This design comes from an exercise in tuning for small area and a short achievable clock period on the open sky130 flow, not from production work.
No functional check of the RTL was part of any run shown here.

## flow/design.v (module list and top-level ports; edited modules follow where they fit)
// module mul32lo: 789 lines
// module alu_top: 72 lines
module alu_top (
    input  wire        clk,
    input  wire [31:0] a,
    input  wire [31:0] b,
    input  wire [3:0]  opcode,
    output wire [31:0] result,
    output wire        zero_flag,
    output wire        carry_flag,
    output wire        sign_flag,
    output wire        overflow_flag
);
  // ...
==> flow/run.sh <==
#!/bin/bash
# synth_recipe.tcl (not shown) runs the flow's synth.tcl, then flattens the netlist and writes it again
# the make line also repeats each setting of config.mk as NAME=value (left out here)
make -C /OpenROAD-flow-scripts/flow DESIGN_CONFIG=/design/flow/config.mk WORK_HOME=/design/flow/orfs CLKGATE_MAP_FILE= SYNTH_SCRIPT=/design/flow/synth_recipe.tcl finish
==> flow/config.mk <==
export PLATFORM = sky130hd
export DESIGN_NAME = alu_top
export DESIGN_NICKNAME = alu_top
export VERILOG_FILES = /design/flow/design.v
export SDC_FILE = /design/flow/constraint.sdc
export NUM_CORES = 4
export LEC_CHECK = 0
export CAP_MARGIN = 20
export CORE_MARGIN = 2
export CORE_UTILIZATION = 40
export SLEW_MARGIN = 20
==> flow/constraint.sdc <==
create_clock -name core_clock -period 12.0 [get_ports {clk}]
set_input_delay 2.4000 -clock core_clock [delete_from_list [all_inputs] [get_ports {clk}]]
set_output_delay 2.4000 -clock core_clock [all_outputs]
set_load 0.01 [all_outputs]
==> flow_summary_export.csv, run 1 <==
group,metric,value,unit
outcome,status,"no timing/DRC/antenna violations",
final_layout,final_nets,2593,
detailed_routing,dr.pass1.iters,8,
setup_path,slowest_stage,"clkinv_1",
final_layout,area_growth,8.386,%
detailed_routing,dr_wl_met3,7.974,mm
yosys,synth.net_count,2626,
hold_path,hold_depth,0,
yosys,synth-edff-count,0,
final_layout,multi_input_area_share,73.60,%
final_layout,fin_util,43.66,%
detailed_routing,wl_per_cell,26.14,microns
global_routing,grt_overflow,0,
global_routing,track_usage,29.35,%
setup_path,crit_cells,21,
setup_path,critical_path_class,"reg -> reg",
sta,drv_slew,0,
sta,rsz0062_at_grt,"false",
detailed_routing,drt-total-wl,74.24,mm
final_layout,seq_area_share,10.27,%
sta,tightest_slew,1.110,ns
setup_path,critPathLaunchType,"flop",
final_layout,final_cell_mix,"327 x xnor2_1, 243 x a22oi_1, 215 x inv_1, 205 x nand2_1, 196 x fa_1",
final_layout,inverters_excl_clock,228,
setup_path,arrival,8.26,ns
yosys,synth_top_cell_by_area,"fa_1",
detailed_routing,final_antenna_net_count,0,
yosys,synth_top_family_by_area,"adder cells",
final_layout,seq_cell_count,106,
global_routing,grt_max_degree,45,
hold_path,min-delay-start,"s_ari",
==> module alu_top, before the edit <==
module alu_top (
    input  wire        clk,
    input  wire [31:0] a,
    input  wire [31:0] b,
    input  wire [3:0]  opcode,
    output wire [31:0] result,
    output wire        zero_flag,
    output wire        carry_flag,
    output wire        sign_flag,
    output wire        overflow_flag
);
    wire op_add = ~opcode[3] & ~opcode[1] & ~opcode[0];              
    wire op_neg = ~opcode[3] & ~opcode[1] &  opcode[0];              
    wire op_mul = ~opcode[3] & ~opcode[2] &  opcode[1];              
    wire op_and = ~opcode[3] &  opcode[2] &  opcode[1] & ~opcode[0];  
    wire op_xor = ~opcode[3] &  opcode[2] &  opcode[1] &  opcode[0];  
    wire op_sh  =  opcode[3] & (opcode[2] | opcode[1]);              
    wire op_shl = op_sh & ~opcode[0];
    wire op_shr = op_sh &  opcode[0];
    wire op_ari = ~opcode[3] & ~(opcode[2] & opcode[1]);             
    wire big = |b[31:5];
    wire [31:0] onehot = big ? 32'd0 : (32'd1 << b[4:0]);
    wire [31:0] a_rev;
    genvar i;
    generate for (i = 0; i < 32; i = i + 1) begin : g_ra
        assign a_rev[i] = a[31-i];
    end endgenerate
    wire [31:0] x_d = op_shr ? a_rev : a;
    wire [31:0] y_d = op_sh ? onehot : b;
    reg [31:0] x_q, y_q;
    reg s_add, s_neg, s_mul, s_rev, s_and, s_xor, s_ari;
    always @(posedge clk) begin
        x_q   <= x_d;
        y_q   <= y_d;
        s_add <= op_add;
        s_neg <= op_neg;
        s_mul <= op_mul | op_shl;
        s_rev <= op_shr;
        s_and <= op_and;
        s_xor <= op_xor;
        s_ari <= op_ari;
    end
    wire [32:0] sum = {1'b0, x_q} + {1'b0, y_q};
    wire [31:0] neg = -y_q;
    wire [31:0] prod;
    mul32lo u_mul (.x(x_q), .y(y_q), .p(prod));
    wire [31:0] prod_rev;
    generate for (i = 0; i < 32; i = i + 1) begin : g_rp
        assign prod_rev[i] = prod[31-i];
    end endgenerate
    wire [31:0] res = ({32{s_add}} & sum[31:0])
                    | ({32{s_neg}} & neg)
                    | ({32{s_mul}} & prod)
                    | ({32{s_rev}} & prod_rev)
                    | ({32{s_and}} & (x_q & y_q))
                    | ({32{s_xor}} & (x_q ^ y_q));
    wire cy  = s_add & sum[32];
    wire ovp = s_ari & (cy ^ x_q[31] ^ y_q[31]);
    reg [31:0] res_q;
    reg cy_q, ovp_q, ari_q;
    always @(posedge clk) begin
        res_q <= res;
        cy_q  <= cy;
        ovp_q <= ovp;
        ari_q <= s_ari;
    end
    assign result        = res_q;
    assign carry_flag    = cy_q;
    assign sign_flag     = ari_q & res_q[31];
    assign zero_flag     = ari_q & ~|res_q;
    assign overflow_flag = ovp_q ^ sign_flag;
endmodule
==> run 2, diff against run 1 <==
--- a/flow/design.v
+++ b/flow/design.v
@@ -1,57 +1,58 @@
-module mul32lo (input wire [31:0] x, input wire [31:0] y, output wire [31:0] p);
-  wire neg0 = y[1];
-  wire one0 = y[0] ^ 1'b0;
-  wire two0 = (y[1] & ~y[0] & ~1'b0) | (~y[1] & y[0] & 1'b0);
-  wire neg1 = y[3];
-  wire one1 = y[2] ^ y[1];
-  wire two1 = (y[3] & ~y[2] & ~y[1]) | (~y[3] & y[2] & y[1]);
-  wire neg2 = y[5];
-  wire one2 = y[4] ^ y[3];
-  wire two2 = (y[5] & ~y[4] & ~y[3]) | (~y[5] & y[4] & y[3]);
-  wire neg3 = y[7];
-  wire one3 = y[6] ^ y[5];
-  wire two3 = (y[7] & ~y[6] & ~y[5]) | (~y[7] & y[6] & y[5]);
-  wire neg4 = y[9];
-  wire one4 = y[8] ^ y[7];
-  wire two4 = (y[9] & ~y[8] & ~y[7]) | (~y[9] & y[8] & y[7]);
-  wire neg5 = y[11];
-  wire one5 = y[10] ^ y[9];
-  wire two5 = (y[11] & ~y[10] & ~y[9]) | (~y[11] & y[10] & y[9]);
-  wire neg6 = y[13];
-  wire one6 = y[12] ^ y[11];
-  wire two6 = (y[13] & ~y[12] & ~y[11]) | (~y[13] & y[12] & y[11]);
-  wire neg7 = y[15];
-  wire one7 = y[14] ^ y[13];
-  wire two7 = (y[15] & ~y[14] & ~y[13]) | (~y[15] & y[14] & y[13]);
-  wire neg8 = y[17];
-  wire one8 = y[16] ^ y[15];
-  wire two8 = (y[17] & ~y[16] & ~y[15]) | (~y[17] & y[16] & y[15]);
-  wire neg9 = y[19];
-  wire one9 = y[18] ^ y[17];
-  wire two9 = (y[19] & ~y[18] & ~y[17]) | (~y[19] & y[18] & y[17]);
-  wire neg10 = y[21];
-  wire one10 = y[20] ^ y[19];
-  wire two10 = (y[21] & ~y[20] & ~y[19]) | (~y[21] & y[20] & y[19]);
-  wire neg11 = y[23];
-  wire one11 = y[22] ^ y[21];
-  wire two11 = (y[23] & ~y[22] & ~y[21]) | (~y[23] & y[22] & y[21]);
-  wire neg12 = y[25];
-  wire one12 = y[24] ^ y[23];
-  wire two12 = (y[25] & ~y[24] & ~y[23]) | (~y[25] & y[24] & y[23]);
-  wire neg13 = y[27];
-  wire one13 = y[26] ^ y[25];
-  wire two13 = (y[27] & ~y[26] & ~y[25]) | (~y[27] & y[26] & y[25]);
-  wire neg14 = y[29];
-  wire one14 = y[28] ^ y[27];
-  wire two14 = (y[29] & ~y[28] & ~y[27]) | (~y[29] & y[28] & y[27]);
-  wire neg15 = y[31];
-  wire one15 = y[30] ^ y[29];
-  wire two15 = (y[31] & ~y[30] & ~y[29]) | (~y[31] & y[30] & y[29]);
+module mul32lo (input wire [31:0] x, input wire [15:0] one, input wire [15:0] two,
+    input wire [15:0] neg, output wire [31:0] p);
+  wire neg0 = neg[0];
+  wire one0 = one[0];
+  wire two0 = two[0];
+  wire neg1 = neg[1];
+  wire one1 = one[1];
+  wire two1 = two[1];
+  wire neg2 = neg[2];
+  wire one2 = one[2];
+  wire two2 = two[2];
+  wire neg3 = neg[3];
+  wire one3 = one[3];
+  wire two3 = two[3];
+  wire neg4 = neg[4];
+  wire one4 = one[4];
+  wire two4 = two[4];
+  wire neg5 = neg[5];
+  wire one5 = one[5];
+  wire two5 = two[5];
+  wire neg6 = neg[6];
+  wire one6 = one[6];
+  wire two6 = two[6];
+  wire neg7 = neg[7];
+  wire one7 = one[7];
+  wire two7 = two[7];
+  wire neg8 = neg[8];
+  wire one8 = one[8];
+  wire two8 = two[8];
+  wire neg9 = neg[9];
+  wire one9 = one[9];
+  wire two9 = two[9];
+  wire neg10 = neg[10];
+  wire one10 = one[10];
+  wire two10 = two[10];
+  wire neg11 = neg[11];
+  wire one11 = one[11];
+  wire two11 = two[11];
+  wire neg12 = neg[12];
+  wire one12 = one[12];
+  wire two12 = two[12];
+  wire neg13 = neg[13];
+  wire one13 = one[13];
+  wire two13 = two[13];
+  wire neg14 = neg[14];
+  wire one14 = one[14];
+  wire two14 = two[14];
+  wire neg15 = neg[15];
+  wire one15 = one[15];
+  wire two15 = two[15];
   wire pp0_0 = (one0 & x[0]) ^ neg0;
   wire pp0_1 = ((one0 & x[1]) | (two0 & x[0])) ^ neg0;
   wire pp0_2 = ((one0 & x[2]) | (two0 & x[1])) ^ neg0;
   wire pp0_3 = ((one0 & x[3]) | (two0 & x[2])) ^ neg0;
   wire pp0_4 = ((one0 & x[4]) | (two0 & x[3])) ^ neg0;
   wire pp0_5 = ((one0 & x[5]) | (two0 & x[4])) ^ neg0;
   wire pp0_6 = ((one0 & x[6]) | (two0 & x[5])) ^ neg0;
   wire pp0_7 = ((one0 & x[7]) | (two0 & x[6])) ^ neg0;
@@ -802,60 +803,68 @@
     wire op_neg = ~opcode[3] & ~opcode[1] &  opcode[0];              
     wire op_mul = ~opcode[3] & ~opcode[2] &  opcode[1];              
     wire op_and = ~opcode[3] &  opcode[2] &  opcode[1] & ~opcode[0];  
     wire op_xor = ~opcode[3] &  opcode[2] &  opcode[1] &  opcode[0];  
     wire op_sh  =  opcode[3] & (opcode[2] | opcode[1]);              
     wire op_shl = op_sh & ~opcode[0];
     wire op_shr = op_sh &  opcode[0];
     wire op_ari = ~opcode[3] & ~(opcode[2] & opcode[1]);             
+    wire [32:0] sum = {1'b0, a} + {1'b0, b};
+    wire [31:0] oth = ({32{op_add}} & sum[31:0])
+                    | ({32{op_neg}} & (-b))
+                    | ({32{op_and}} & (a & b))
+                    | ({32{op_xor}} & (a ^ b));
+    wire cy  = op_add & sum[32];
+    wire ovp = op_ari & (cy ^ a[31] ^ b[31]);
     wire big = |b[31:5];
     wire [31:0] onehot = big ? 32'd0 : (32'd1 << b[4:0]);
     wire [31:0] a_rev;
     genvar i;
     generate for (i = 0; i < 32; i = i + 1) begin : g_ra
         assign a_rev[i] = a[31-i];
     end endgenerate
     wire [31:0] x_d = op_shr ? a_rev : a;
     wire [31:0] y_d = op_sh ? onehot : b;
-    reg [31:0] x_q, y_q;
-    reg s_add, s_neg, s_mul, s_rev, s_and, s_xor, s_ari;
+    wire [32:0] ye = {y_d, 1'b0};
+    wire [15:0] one_d, two_d, neg_d;
+    generate for (i = 0; i < 16; i = i + 1) begin : g_be
+        assign neg_d[i] = ye[2*i+2];
+        assign one_d[i] = ye[2*i+1] ^ ye[2*i];
+        assign two_d[i] = (ye[2*i+2] & ~ye[2*i+1] & ~ye[2*i])
+                        | (~ye[2*i+2] & ye[2*i+1] & ye[2*i]);
+    end endgenerate
+    reg [31:0] x_q, oth_q;
+    reg [15:0] one_q, two_q, neg_q;
+    reg s_mul, s_rev, cy_q, ovp_q, ari_q;
     always @(posedge clk) begin
         x_q   <= x_d;
-        y_q   <= y_d;
-        s_add <= op_add;
-        s_neg <= op_neg;
+        one_q <= one_d;
+        two_q <= two_d;
+        neg_q <= neg_d;
+        oth_q <= oth;
         s_mul <= op_mul | op_shl;
         s_rev <= op_shr;
-        s_and <= op_and;
-        s_xor <= op_xor;
-        s_ari <= op_ari;
+        cy_q  <= cy;
+        ovp_q <= ovp;
+        ari_q <= op_ari;
     end
-    wire [32:0] sum = {1'b0, x_q} + {1'b0, y_q};
-    wire [31:0] neg = -y_q;
     wire [31:0] prod;
-    mul32lo u_mul (.x(x_q), .y(y_q), .p(prod));
+    mul32lo u_mul (.x(x_q), .one(one_q), .two(two_q), .neg(neg_q), .p(prod));
     wire [31:0] prod_rev;
     generate for (i = 0; i < 32; i = i + 1) begin : g_rp
         assign prod_rev[i] = prod[31-i];
     end endgenerate
-    wire [31:0] res = ({32{s_add}} & sum[31:0])
-                    | ({32{s_neg}} & neg)
-                    | ({32{s_mul}} & prod)
-                    | ({32{s_rev}} & prod_rev)
-                    | ({32{s_and}} & (x_q & y_q))
-                    | ({32{s_xor}} & (x_q ^ y_q));
-    wire cy  = s_add & sum[32];
-    wire ovp = s_ari & (cy ^ x_q[31] ^ y_q[31]);
+    wire [31:0] res = oth_q | ({32{s_mul}} & prod) | ({32{s_rev}} & prod_rev);
     reg [31:0] res_q;
-    reg cy_q, ovp_q, ari_q;
+    reg cy_q2, ovp_q2, ari_q2;
     always @(posedge clk) begin
-        res_q <= res;
-        cy_q  <= cy;
-        ovp_q <= ovp;
-        ari_q <= s_ari;
+        res_q  <= res;
+        cy_q2  <= cy_q;
+        ovp_q2 <= ovp_q;
+        ari_q2 <= ari_q;
     end
     assign result        = res_q;
-    assign carry_flag    = cy_q;
-    assign sign_flag     = ari_q & res_q[31];
-    assign zero_flag     = ari_q & ~|res_q;
-    assign overflow_flag = ovp_q ^ sign_flag;
+    assign carry_flag    = cy_q2;
+    assign sign_flag     = ari_q2 & res_q[31];
+    assign zero_flag     = ari_q2 & ~|res_q;
+    assign overflow_flag = ovp_q2 ^ sign_flag;
 endmodule
==> flow/config.mk (replaced) <==
export PLATFORM = sky130hd
export DESIGN_NAME = alu_top
export DESIGN_NICKNAME = alu_top
export VERILOG_FILES = /design/flow/design.v
export SDC_FILE = /design/flow/constraint.sdc
export NUM_CORES = 4
export LEC_CHECK = 0
export CAP_MARGIN = 20
export CORE_MARGIN = 2
export CORE_UTILIZATION = 40
export SETUP_SLACK_MARGIN = 5
export SLEW_MARGIN = 20
==> flow_summary_export.csv, run 2 <==
group,metric,value,unit
outcome,status,"no timing/DRC/antenna violations",
global_routing,antenna_found_initial,1,
sta,finalCriticalPeriod,6.420,ns
clock_tree,post-cts-setup-buffer-count,0,
yosys,synth-seq-cells,152,
floorplanning,row_count,80,
yosys,synth_top_cell_by_area,"fa_1",
run,max-cap-violations,0,
final_layout,final_cell_mix,"271 x a22oi_1, 228 x xnor2_1, 208 x nand2_1, 197 x inv_1, 196 x fa_1",
place,gp_congestion,0.9606,
setup_path,crit_fanout,17,
setup_path,critical_path_class,"reg -> reg",
global_routing,grt_max_degree,36,
yosys,yosysMostFrequentCell,"a22oi_1",
clock_tree,path_clk_slew,0.08,ns
sta,hold_viol_final,0,
floorplanning,die_w,222.9,microns
sta,fmax,0.1558,GHz
floorplanning,core_area,0.04755,sq mm
detailed_routing,dr.pass1.iters,9,
sta,post-route-period-util,53.50,%
place,dp_hpwl,51.27,mm
floorplanning,fp.dieH,222.9,microns
yosys,synth_cell_type_count,70,
global_routing,grt_pass1_vias,16581,
sta,tns,0,ns
final_layout,fill_cells,4630,
global_routing,track_usage,27.12,%
sta,clock_skew,0.01976,ns
yosys,synthFlopType,"dfxtp_1",
floorplanning,die-area,0.04968,sq mm
final_layout,layout_commonest_cell,"a22oi_1",
yosys,yosysWarnings,1,
global_routing,grt_pass1_wl,102.5,mm
yosys,synth.net_count,2559,
clock_tree,cts_root_buf,"clkbuf_16",
detailed_routing,vias_per_cell,6.057,
final_layout,area_growth,10.77,%
sta,rsz0062_at_grt,"false",
yosys,ys_top_cells_by_count,"271 x a22oi_1, 228 x xnor2_1, 208 x nand2_1",
clock_tree,hold_buffers,0,
place,io_buffer_count,104,
final_layout,largestRegisters,"oth_q (32), res_q (32), x_q (32)",
final_layout,stdcell_count,2817,
setup_path,critPathLaunchType,"flop",
final_layout,antenna_cells,0,
global_routing,grt_overflow,0,
yosys,netlist.area_leader.share,20.47,%
yosys,mappedNetlistArea,0.01916,sq mm
clock_tree,cts_sinks,152,
final_layout,final_nets,2551,
floorplanning,start_util,40.31,%
clock_tree,h-tree-depth,4,
clock_tree,clock_latency,0.42,ns
sta,drv_slew,0,
detailed_routing,drc,0,
final_layout,drive_gt1_share,4.723,%
sta,slew-limit-headroom,28.21,%
yosys,seq_area_frac_synth,15.88,%
detailed_routing,first_iter_violations,1934,
floorplanning,io_pins,105,
detailed_routing,final_antenna_net_count,0,
yosys,syn_inst,2197,
setup_path,cp-end-kind,"flop",
hold_path,hold_path_class,"reg -> reg",
detailed_routing,vias,17063,
clock_tree,cts_tree,"yes",
yosys,synth_area_per_cell,8.723,sq um
detailed_routing,drt-total-wl,68.16,mm
setup_path,crit_required,12.30,ns
sta,setup_violations,0,
detailed_routing,wl_per_cell,24.20,microns
clock_tree,cts_resized,0,
clock_tree,cts_made_buffers,17,
setup_path,arrival,6.72,ns
yosys,synthTopCellsByArea,"fa_1 20%, dfxtp_1 16%, a22oi_1 11%, xnor2_1 10%, xor2_1 6.7%",
place,place_inst,2785,
clock_tree,clock_tree.buffer_depth,2,
sta,tightest_slew,1.073,ns
yosys,async_reset_ff_share,0,%
yosys,synth-edff-count,0,
[run 2: cell count changes after synthesis, moves of 14 or more]
cell      previous run  this run
xor2_1              29       146
xnor2_1            327       228
dfxtp_1            106       152
a22o_1              36         5
a22oi_1            243       271
a31oi_1             40        12
a221o_1             16        37
a222oi_1            31        11
o21ai_0             42        62
inv_1              215       197
nor2_1              53        36
a221oi_1            21         7
[run 2: logic make-up after synthesis]
| kind of cell | count (synthesis) | synth area share (%) |
|---|---|---|
| DFF | 152 | 15.88 |
| AOI/OAI and AO/OA | 591 | 22.32 |
| muxes | 4 | 0.2089 |
| buffers and inverters | 378 | 7.482 |
| and+or+nand+nor | 404 | 10.10 |
| adders and majority gates | 293 | 26.81 |
| xor gates and xnor gates | 375 | 17.21 |
[run 2: layout make-up]
type                            count  area, sq um  area share, %
Sequential cell                   152         3048          14.36
Inverter                          201        754.5          3.554
Tap cell                          615        769.5          3.625
Timing Repair Buffer              150         1386          6.530
Clock buffer                       18        429.2          2.022
Multi-Input combinational cell   1667        14710          69.29
Clock inverter                     14        131.4         0.6188
[run 2: worst paths after layout]
kind,start,end,slack [ns],depth (start not counted)
worst min register to register,ovp_q,ovp_q2,0.33,0
worst min-delay path,ovp_q,ovp_q2,0.33,0
worst max register to register,one_q[1],res_q[31],5.58,19
worst max-delay path,one_q[1],res_q[31],5.58,19
[run 2: metal layers]
layer	share of wire [%]	global-route usage [%]	wire length, microns
met3	8.4	3.609	5746
met2	45	42.52	30640
met5	0	0	0
met1	42	37.71	28620
met4	4.6	11.21	3149
[run 2: critical path: stages, from the launching register on]
cell     delay, ns
dfxtp_1       0.72
buf_4         0.36
a22oi_1       0.14
xor2_1        0.20
fa_1          0.53
fa_1          0.44
fa_1          0.42
inv_1         0.09
fa_1          0.42
fa_1          0.45
ha_1          0.37
nand2_1       0.16
o21ai_0       0.15
a221o_1       0.35
a31o_2        0.28
a22o_1        0.22
a211o_1       0.28
a31oi_1       0.21
xnor2_1       0.11
a221o_1       0.36
[run 2: per-stage QoR]
stage | utilization [%] | setup WS [ns] | area [sq um] | hold slack, ns
2_1_floorplan | - | 5.811 | 19160 | 0.3096
3_3_place_gp | 43.47 | 5.666 | 20670 | 0.3115
3_5_place_dp | 43.47 | 5.615 | 20670 | 0.3121
4_1_cts | 44.64 | 5.577 | 21230 | 0.3293
5_1_grt | 44.65 | 5.291 | 21230 | 0.3477
6_report | 44.65 | 5.580 | 21230 | 0.3295
==> run 3, diff against run 2 <==
--- a/flow/config.mk
+++ b/flow/config.mk
@@ -9,4 +9,3 @@
 export CORE_MARGIN = 2
 export CORE_UTILIZATION = 40
-export SETUP_SLACK_MARGIN = 5
 export SLEW_MARGIN = 20
==> flow_summary_export.csv, run 3 <==
group,metric,value,unit
outcome,status,"no timing/DRC/antenna violations",
yosys,synth_area_per_cell,8.723,sq um
setup_path,path_cells,"buf_4 -> a22oi_1 -> xor2_1 -> fa_1 -> fa_1 -> fa_1 -> inv_1 -> fa_1 -> fa_1 -> ha_1 -> nand2_1 -> o21ai_0 -> a221o_1 -> a31o_2 -> a22o_1 -> a211o_1 -> a31oi_1 -> xnor2_1 -> a221o_1",
detailed_routing,vias,17063,
clock_tree,cts_made_buffers,17,
floorplanning,io_pins,105,
global_routing,grt_pass1_vias,16581,
global_routing,grt_overflow,0,
final_layout,final_nets,2551,
final_layout,fill_cells,4630,
sta,tns,0,ns
floorplanning,core_area,0.04755,sq mm
final_layout,layout_commonest_cell,"a22oi_1",
detailed_routing,drc,0,
final_layout,stdcell_count,2817,
sta,post-route-period-util,53.50,%
clock_tree,hold_buffers,0,
floorplanning,die-area,0.04968,sq mm
sta,hold_viol_final,0,
setup_path,slowest_stage,"dfxtp_1",
place,io_buffer_count,104,
final_layout,drive_gt1_share,4.723,%
floorplanning,start_util,40.31,%
global_routing,grt_max_degree,36,
detailed_routing,first_iter_violations,1934,
clock_tree,h-tree-depth,4,
sta,clock_skew,0.01976,ns
yosys,netlist.area_leader.share,20.47,%
yosys,synthTopCellsByArea,"fa_1 20%, dfxtp_1 16%, a22oi_1 11%, xnor2_1 10%, xor2_1 6.7%",
global_routing,track_usage,27.12,%
yosys,synth_cell_type_count,70,
final_layout,antenna_cells,0,
yosys,ys_top_cells_by_count,"271 x a22oi_1, 228 x xnor2_1, 208 x nand2_1",
sta,drv_slew,0,
setup_path,crit_required,12.30,ns
global_routing,grt_pass1_wl,102.5,mm
setup_path,critPathLaunchType,"flop",
final_layout,final_cell_mix,"271 x a22oi_1, 228 x xnor2_1, 208 x nand2_1, 197 x inv_1, 196 x fa_1",
yosys,synth-edff-count,0,
yosys,async_reset_ff_share,0,%
detailed_routing,drt-total-wl,68.16,mm
detailed_routing,vias_per_cell,6.057,
place,dp_hpwl,51.27,mm
setup_path,arrival,6.72,ns
yosys,mappedNetlistArea,0.01916,sq mm
clock_tree,cts_tree,"yes",
clock_tree,clock_tree.buffer_depth,2,
sta,setup_violations,0,
place,gp_congestion,0.9606,
yosys,synth-seq-cells,152,
yosys,synth.net_count,2559,
setup_path,cp_common_cell,"fa_1",
clock_tree,cts_sinks,152,
clock_tree,cts_resized,0,
clock_tree,path_clk_slew,0.08,ns
sta,fmax,0.1558,GHz
sta,slew-limit-headroom,28.21,%
yosys,syn_inst,2197,
global_routing,antenna_found_initial,1,
yosys,seq_area_frac_synth,15.88,%
floorplanning,fp.dieH,222.9,microns
final_layout,area_growth,10.77,%
sta,rsz0062_at_grt,"false",
place,place_inst,2785,
floorplanning,row_count,80,
yosys,yosysWarnings,1,
detailed_routing,final_antenna_net_count,0,
yosys,synth_top_cell_by_area,"fa_1",
final_layout,fin_util,44.65,%
setup_path,critical_path_class,"reg -> reg",
floorplanning,die_w,222.9,microns
sta,finalCriticalPeriod,6.420,ns
setup_path,critPathMaxStageDelay,0.72,ns
setup_path,r2r_slack,5.58,ns
setup_path,crit_fanout,17,
yosys,yosysMostFrequentCell,"a22oi_1",
setup_path,cp-end-kind,"flop",
clock_tree,post-cts-setup-buffer-count,0,
yosys,synthFlopType,"dfxtp_1",
hold_path,hold_path_class,"reg -> reg",
detailed_routing,dr.pass1.iters,9,
place,place_area,0.02067,sq mm
clock_tree,cts_root_buf,"clkbuf_16",
final_layout,final_area,0.02123,sq mm
final_layout,largestRegisters,"oth_q (32), res_q (32), x_q (32)",
clock_tree,clock_latency,0.42,ns
run,max-cap-violations,0,
sta,tightest_slew,1.073,ns
detailed_routing,wl_per_cell,24.20,microns
==> run 3: cell counts in the layout (fill, tap and decap cells not counted) <==
No cell type changed its count.
==> run 3: cell families (layout without fill, tap and decap cells) <==
kind of cell	after synthesis	count (layout)	synth area share (%)
AO/OA/AOI/OAI	591	591	22.32
AND/OR/NAND/NOR	404	404	10.10
buffers and inverters	378	383	7.482
XOR/XNOR	375	375	17.21
adder cells (fa/ha/maj)	293	293	26.81
flip-flops	152	152	15.88
multiplexers	4	4	0.2089
==> run 3: per-layer routing <==
metal / part of all wire, % / GRT usage [%]
met1: 42 / 37.71
met2: 45 / 42.52
met3: 8.4 / 3.609
met4: 4.6 / 11.21
met5: 0 / 0
==> run 3: final cells by class <==
cell class                 instances  area (sq um)  area share (%)
multi-input combinational       1667         14710           69.29
clock inverter                    14         131.4          0.6188
inverter                         201         754.5           3.554
timing repair buffer             150          1386           6.530
clock buffer                      18         429.2           2.022
tap                              615         769.5           3.625
sequential                       152          3048           14.36
==> run 3: critical path, delay by kind of cell, from the launching register on <==
kind	cells	cell delay, ns
xor gates and xnor gates	2	0.31
and+or+nand+nor	1	0.16
adders and majority gates	6	2.63
AOI/OAI and AO/OA	8	1.99
DFF	1	0.72
buffers and inverters	2	0.45
==> run 3: path summary, 6_finish.rpt <==
path          endpoint  cells after the start      from
max reg2reg  res_q[31]                     19  one_q[1]
max          res_q[31]                     19  one_q[1]
min reg2reg     ovp_q2                      0     ovp_q
min             ovp_q2                      0     ovp_q
==> run 3: stage by stage <==
step / setup WS [ns] / hold WS [ns]
global placement: 5.666 / 0.3115
detailed placement: 5.615 / 0.3121
floorplan: 5.811 / 0.3096
CTS: 5.577 / 0.3293
finish: 5.580 / 0.3295
global route: 5.291 / 0.3477

-- port drivers added, routing unchanged --
How much do the figures lean on ideal ports? The routed layouts below were timed once more, with nothing changed but the port constraints. Step 1: set_driving_cell puts a clkbuf_16 on clk and a buf_2 on each other input, an assumption about the parent block. Step 2 also shifts input and output timing later by t, the mid clock arrival at the registers, as if the neighbouring blocks saw the same clock. a / b / c = ideal ports / drivers / drivers and shift; a / b = the first two.
| run | shift t [ns] | setup slack, ns | worst setup path at the end | cell pins on the clock port's net |
|---|---|---|---|---|
| run 1 | 0.395 | 3.964 / 3.964 / 3.964 | register to register | 1 |
| run 2 | 0.466 | 5.580 / 5.580 / 5.580 | register to register | 1 |
| run 3 | 0.466 | 5.580 / 5.580 / 5.580 | register to register | 1 |
After both steps every run listed still meets setup and hold.
